Background: an optimization exercise with open tools, aiming at small area and a short achievable clock period. Do not read the settings as production practice. The RTL was checked by simulation tests, not by an equivalence proof against the original design. Power is estimated from default activity; no workload was simulated.

==> flow/design.v, too long to show whole: its modules and the start of the top module <==
// module fpu_lzc: 22 lines
// module fpu_mul_a: 627 lines
// module fpu_mul_b: 8 lines
// module fpu_adder: 38 lines
// module fpu_lza: 17 lines
// module fpu_norm_shift: 27 lines
// module fpu_rounder: 50 lines
// module fpu: 159 lines
module fpu (
    input  wire        clk,
    input  wire        rst_n,
    input  wire [31:0] rs1_data,
    input  wire [31:0] rs2_data,
    input  wire [31:0] rs3_data,
    input  wire [6:0]  funct7,
    input  wire [2:0]  funct3,
    input  wire        fp_op,
    input  wire [2:0]  frm,
    output reg  [31:0] result,
    output wire [4:0]  flags,
    output wire        ready,
    output wire [2:0]  latency
);
  // ...
==> flow/run.sh <==
#!/bin/bash
# synth_recipe.tcl (not shown) runs the flow's synth.tcl, then flattens the netlist and writes it again
# the make line also repeats each setting of config.mk as NAME=value (left out here)
make -C /OpenROAD-flow-scripts/flow DESIGN_CONFIG=/design/flow/config.mk WORK_HOME=/design/flow/orfs CLKGATE_MAP_FILE= SYNTH_SCRIPT=/design/flow/synth_recipe.tcl finish
==> flow/config.mk <==
export PLATFORM = sky130hd
export DESIGN_NAME = fpu
export DESIGN_NICKNAME = fpu
export VERILOG_FILES = /design/flow/design.v
export SDC_FILE = /design/flow/constraint.sdc
export NUM_CORES = 4
export LEC_CHECK = 0
export CAP_MARGIN = 20
export CORE_MARGIN = 2
export CORE_UTILIZATION = 40
export SLEW_MARGIN = 20
==> flow/constraint.sdc <==
create_clock -name core_clock -period 8.5 [get_ports {clk}]
set_input_delay 1.7000 -clock core_clock [delete_from_list [all_inputs] [get_ports {clk}]]
set_output_delay 1.7000 -clock core_clock [all_outputs]
set_load 0.01 [all_outputs]
==> results.txt, run 1 <==
outcome=no timing/DRC/antenna violations; Initial Util=40.47%; minimum clock period=5465 ps; commonest cells after routing, fill and taps aside=nand2_1 (708), nor2_1 (576), o21ai_0 (516); gr usage total=23.38%; Logic pwr share=63.0%; main combinational cell family by area after synthesis=compound AO/OA/AOI/OAI gates; number of cell rows=124; Final Hold Vio Count=0; CTS tree=built; hold_sp=re_3[7]; Crit-path slowest cell=clkdlybuf4s50_1; crit path from=funct7[2]; Crit path top cell by count=clkdlybuf4s50_1; gr busiest metal=met2; number of global-route vias before repair=38680; core area=114700 sq um; clock sink count=512; number of remaining DRC errors=0; drt wl/cell=19.28 microns; utilization after layout=44.26%; CTS root buffer=clkbuf_16; WP data required=6800 ps; Final GP Congestion=0.9204; HP Class=reg2reg; Final Cell Area=50740 sq um; most numerous cell in the Yosys netlist=nand2_1; Non-clock buffers=229; main flop type after synthesis=dfxtp_1; Crit Path Category=in2out; RSZ-0062 raised after global routing=false; Unique masters post-synth=94; routed via count=41750
==> run 2: changes to the inputs <==
--- a/flow/config.mk
+++ b/flow/config.mk
@@ -5,7 +5,9 @@
 export SDC_FILE = /design/flow/constraint.sdc
 export NUM_CORES = 4
 export LEC_CHECK = 0
+export ABC_CLOCK_PERIOD_IN_PS = 3500
 export CAP_MARGIN = 20
 export CORE_MARGIN = 2
 export CORE_UTILIZATION = 40
+export SETUP_SLACK_MARGIN = 5
 export SLEW_MARGIN = 20
==> run 2 against run 1 <==
Worst hold slack better by 1.9 ps. Clock power fell by 6%. Cell area is 15% higher. Power is 8.4% higher. Clock-buffer cell count is 4 higher. Largest power group unchanged. Sequential share of layout area down 2.6 points. Global-route usage up 3.0 points. Highest routed layer is now met4.
==> results.txt, run 2 <==
outcome=no timing/DRC/antenna violations; drt wl/cell=22.03 microns (+14%); Synth Area per Inst=7.733 sq um; most common cell after layout, fill and taps aside=nand2_1; clock sink count=512 (unchanged); sw frac=45.69%; pwr dens=343.5 nW/um^2; Crit Path Category=in2out; crit-path max cell delay=390 ps; die height=344.6 microns; area of the multi-input gates=34610 sq um; HP Class=reg2reg; clock buffer depth=3; CTS root buffer=clkbuf_16; max-slew violations=0; Worst Hold End=mz_2[3]; Setup crit end kind=output pin; mux contribution to synthesized area=5.018%; slack of the worst reg-to-reg path=4390 ps; Syn-to-layout area delta=26.25%; GRT Residual Overflow=0; initial DRC count=4955; R2R cell count=16; Final period util=51.06%; Crit path top cell by count=buf_6; Logic pwr share=66.8% (+3.8 points); Final setup violation count=0; Worst-Margin Slew=1078 ps; adder-cell area share of the yosys netlist=19.39%; NetSw=9.193 mW; ANT nets after route=0; fmax=0.2304 GHz; number of global-route vias before repair=41800 (+8.1%); post-synthesis net count=6634; core area=114700 sq um (unchanged); HPWL after detailed placement=106200 microns; yosys warns=5; Synth top cells by count=nand2_1 (709), nor2_1 (582), o21ai_0 (516); CTS tree=built; gr usage total=26.40% (+3.0 points); fin cells=7705; Fin Setup TNS=0 ps; skew final=47.95 ps; number of remaining DRC errors=0 (unchanged); synthesized area=46410 sq um; die area=118800 sq um; Final Hold Vio Count=0 (unchanged); Initial Util=40.47% (unchanged); Storage cell area=10440 sq um; complex-gate fraction of the synthesized area=23.95%; main combinational cell family by area after synthesis=compound AO/OA/AOI/OAI gates; Via density=5.896; hold_buf cts=0; nets@finish=6779; xor/xnor cell area share of the yosys netlist=5.662%; later-pin clock latency in the skew report=670 ps; Synth Area in Simple Gates=15.73%; Worst VDD drop=225.9 uV; max FFs per register=95; layout cells sized above 1=19.54%; Final GP Congestion=0.9309 (+1.1%); WL final=169700 microns; Slew HR=28.13%; Pleak=24.13 nW; critical path launch point type=input port; largest cells by area after synthesis=dfxtp_1 (22%), fa_1 (11%), ha_1 (7.3%); commonest cells after routing, fill and taps aside=nand2_1 (680), nor2_1 (542), dfxtp_1 (453); diode count=0; sequential share of power=20.2%; most numerous cell in the Yosys netlist=nand2_1; RSZ-0062 raised after global routing=true; largest net degree at the start of global routing=65; Clock transition at path regs=60 ps; share of the yosys chip area belonging to registers=22.15%; Clk pwr share=13.0%; Crit-path slowest cell=or3_4; Pint=10.93 mW; Pre-antenna DRT Iters=6; Reg2Reg Capture Point=rows_2[21]; CTS buffer count=56; IO Pins=153; number of cell rows=124 (unchanged); Unique masters post-synth=94 (unchanged); first-pass GRT wire length=246000 microns; top flop regs=rows_2: 95 flops, s_4: 49 flops; max cap viols=0; area leader, netlist=dfxtp_1; Yosys top cell area share=21.83%; asr flop ratio synth=1.172%; initial antenna violation count=3; cell count after synthesis=6001; crit path cell chain=buf_8 > or3_4 > nor3b_4 > buf_6 > buf_6; main flop type after synthesis=dfxtp_1; Post-synth EDFFs=0; hold_sp=mz_1[3]; synthesized flop and latch total=512; routed via count=45430 (+8.8%); filler cell count in the final layout=10500; IO Port Bufs=150; register bank with the most flops=rows_2; reg2reg start=my_1[5]; die width=344.6 microns; crit-path max FO=3; minimum clock period=4340 ps (-1124 ps); WHS Path Cells=0; WP data required=6800 ps (about the same); placed cells=7242; CP arrival=2640 ps; H-Tree Depth=2
[run 2: cell types whose count changed in the layout (fill, tap and decap cells not counted), sizes merged, moves of 4 or more]
| cell | previous run | this run |
|---|---|---|
| buf | 79 | 377 |
| clkbuf | 66 | 102 |
| bufbuf | 0 | 23 |
| clkdlybuf4s50 | 150 | 137 |
| inv | 490 | 481 |
| bufinv | 11 | 6 |
| clkinvlp | 9 | 13 |
| dlygate4sd2 | 0 | 4 |
| dlymetal6s2s | 0 | 4 |
| nand2 | 709 | 713 |
[run 2: worst max-delay path by stage]
stage	cells after the start	slack [ps]	to	start
finish	5	4160	latency[0]	funct7[2]
global placement	4	3370	latency[0]	funct7[2]
floorplan	3	4350	latency[1]	funct7[2]
detailed placement	4	3330	latency[0]	funct7[5]
global route	5	4150	latency[0]	funct7[2]
CTS	5	4150	latency[0]	funct7[5]
[run 2: critical path, delay by kind of cell]
kind / cells / cell delay [ps]
buf+inv: 3 / 320
simple gates: 2 / 620
[run 2: cell families after synthesis]
logic type / after synthesis
xor gates and xnor gates: 300
other: 2
and+or+nand+nor: 1695
adders and majority gates: 581
AOI/OAI and AO/OA: 1765
buffers and inverters: 988
DFF: 512
muxes: 158
[run 2: what timing repair did]
action | 4_1_cts | 5_1_grt
pin swaps | 120 | 167
gates cloned | 57 | 33
resized for setup | 597 | 405
setup endpoints to repair | 162 | 154
buffers inserted | 179 | 89
[run 2: layout make-up]
type	count	area share, %
clock buffer	70	2.670
clock inverter	35	0.8073
inverter	490	3.246
multi-input combinational	4509	59.07
sequential	512	17.81
tap	1512	3.229
timing repair buffer	577	13.16
[run 2: power groups by stage]
stage / logic (mW) / registers [mW] / clock network [mW]
floorplan: 8.69 / 3.78 / 0
global placement: 11.5 / 4.10 / 0
detailed placement: 11.7 / 4.11 / 0
CTS: 12.5 / 4.04 / 2.67
global route: 14.8 / 4.14 / 2.77
finish: 13.4 / 4.06 / 2.61
[run 2: layer usage]
layer	vias to the layer above	track usage, %	wire length, microns
li1	21060	-	-
met1	21500	33.52	67010
met2	2250	43.07	76800
met3	622	4.222	13590
met4	0	14.02	12300
met5	-	0	0
[run 2: stage by stage]
stage               total power [mW]  area, sq um  util [%]  worst slack, ps  hold WS, ps
global placement               15.58        48760     42.53             3369        309.9
finish                         20.12        58590     51.10             4160        322.6
floorplan                      12.47        47510         -             4346        309.6
detailed placement             15.78        48760     42.53             3332        312.1
CTS                            19.20        55750     48.62             4150        319.7
global route                   21.67        58590     51.10             4151        326.0

==> afterwards: timing with drivers on the ports <==
Ports are ideal in the flow. The routed layouts listed here were re-timed in OpenROAD.
Step 1 sets driving cells, clkbuf_16 on the clock port and buf_2 on the other inputs (assumed; they add their load-dependent delay and slew).
Step 2 adds t to the input delays and takes it off the output delays; t is the mean of the earliest and latest rising clock arrival at the registers after step 1. Input paths then give back, and output paths get back, about the clock's delay inside the block.
Three values: ideal, step 1, step 2; two values: the first two.
| run | shift t [ns] | setup WS [ns] | hold slack, ns | worst setup path after step 2 | cell pins on the clock port's net |
|---|---|---|---|---|---|
| run 1 | 0.718 | 3.035 / 3.014 / 3.014 | 0.321 / 0.321 / 0.321 | input to output | 1 |
| run 2 | 0.716 | 4.160 / 4.120 / 4.120 | 0.323 / 0.323 / 0.323 | input to output | 1 |
After both steps setup and hold are still met in every run listed. For run 2, which loses most, drivers alone change the setup slack by -0.040 ns; drivers and shift together by -0.040 ns.
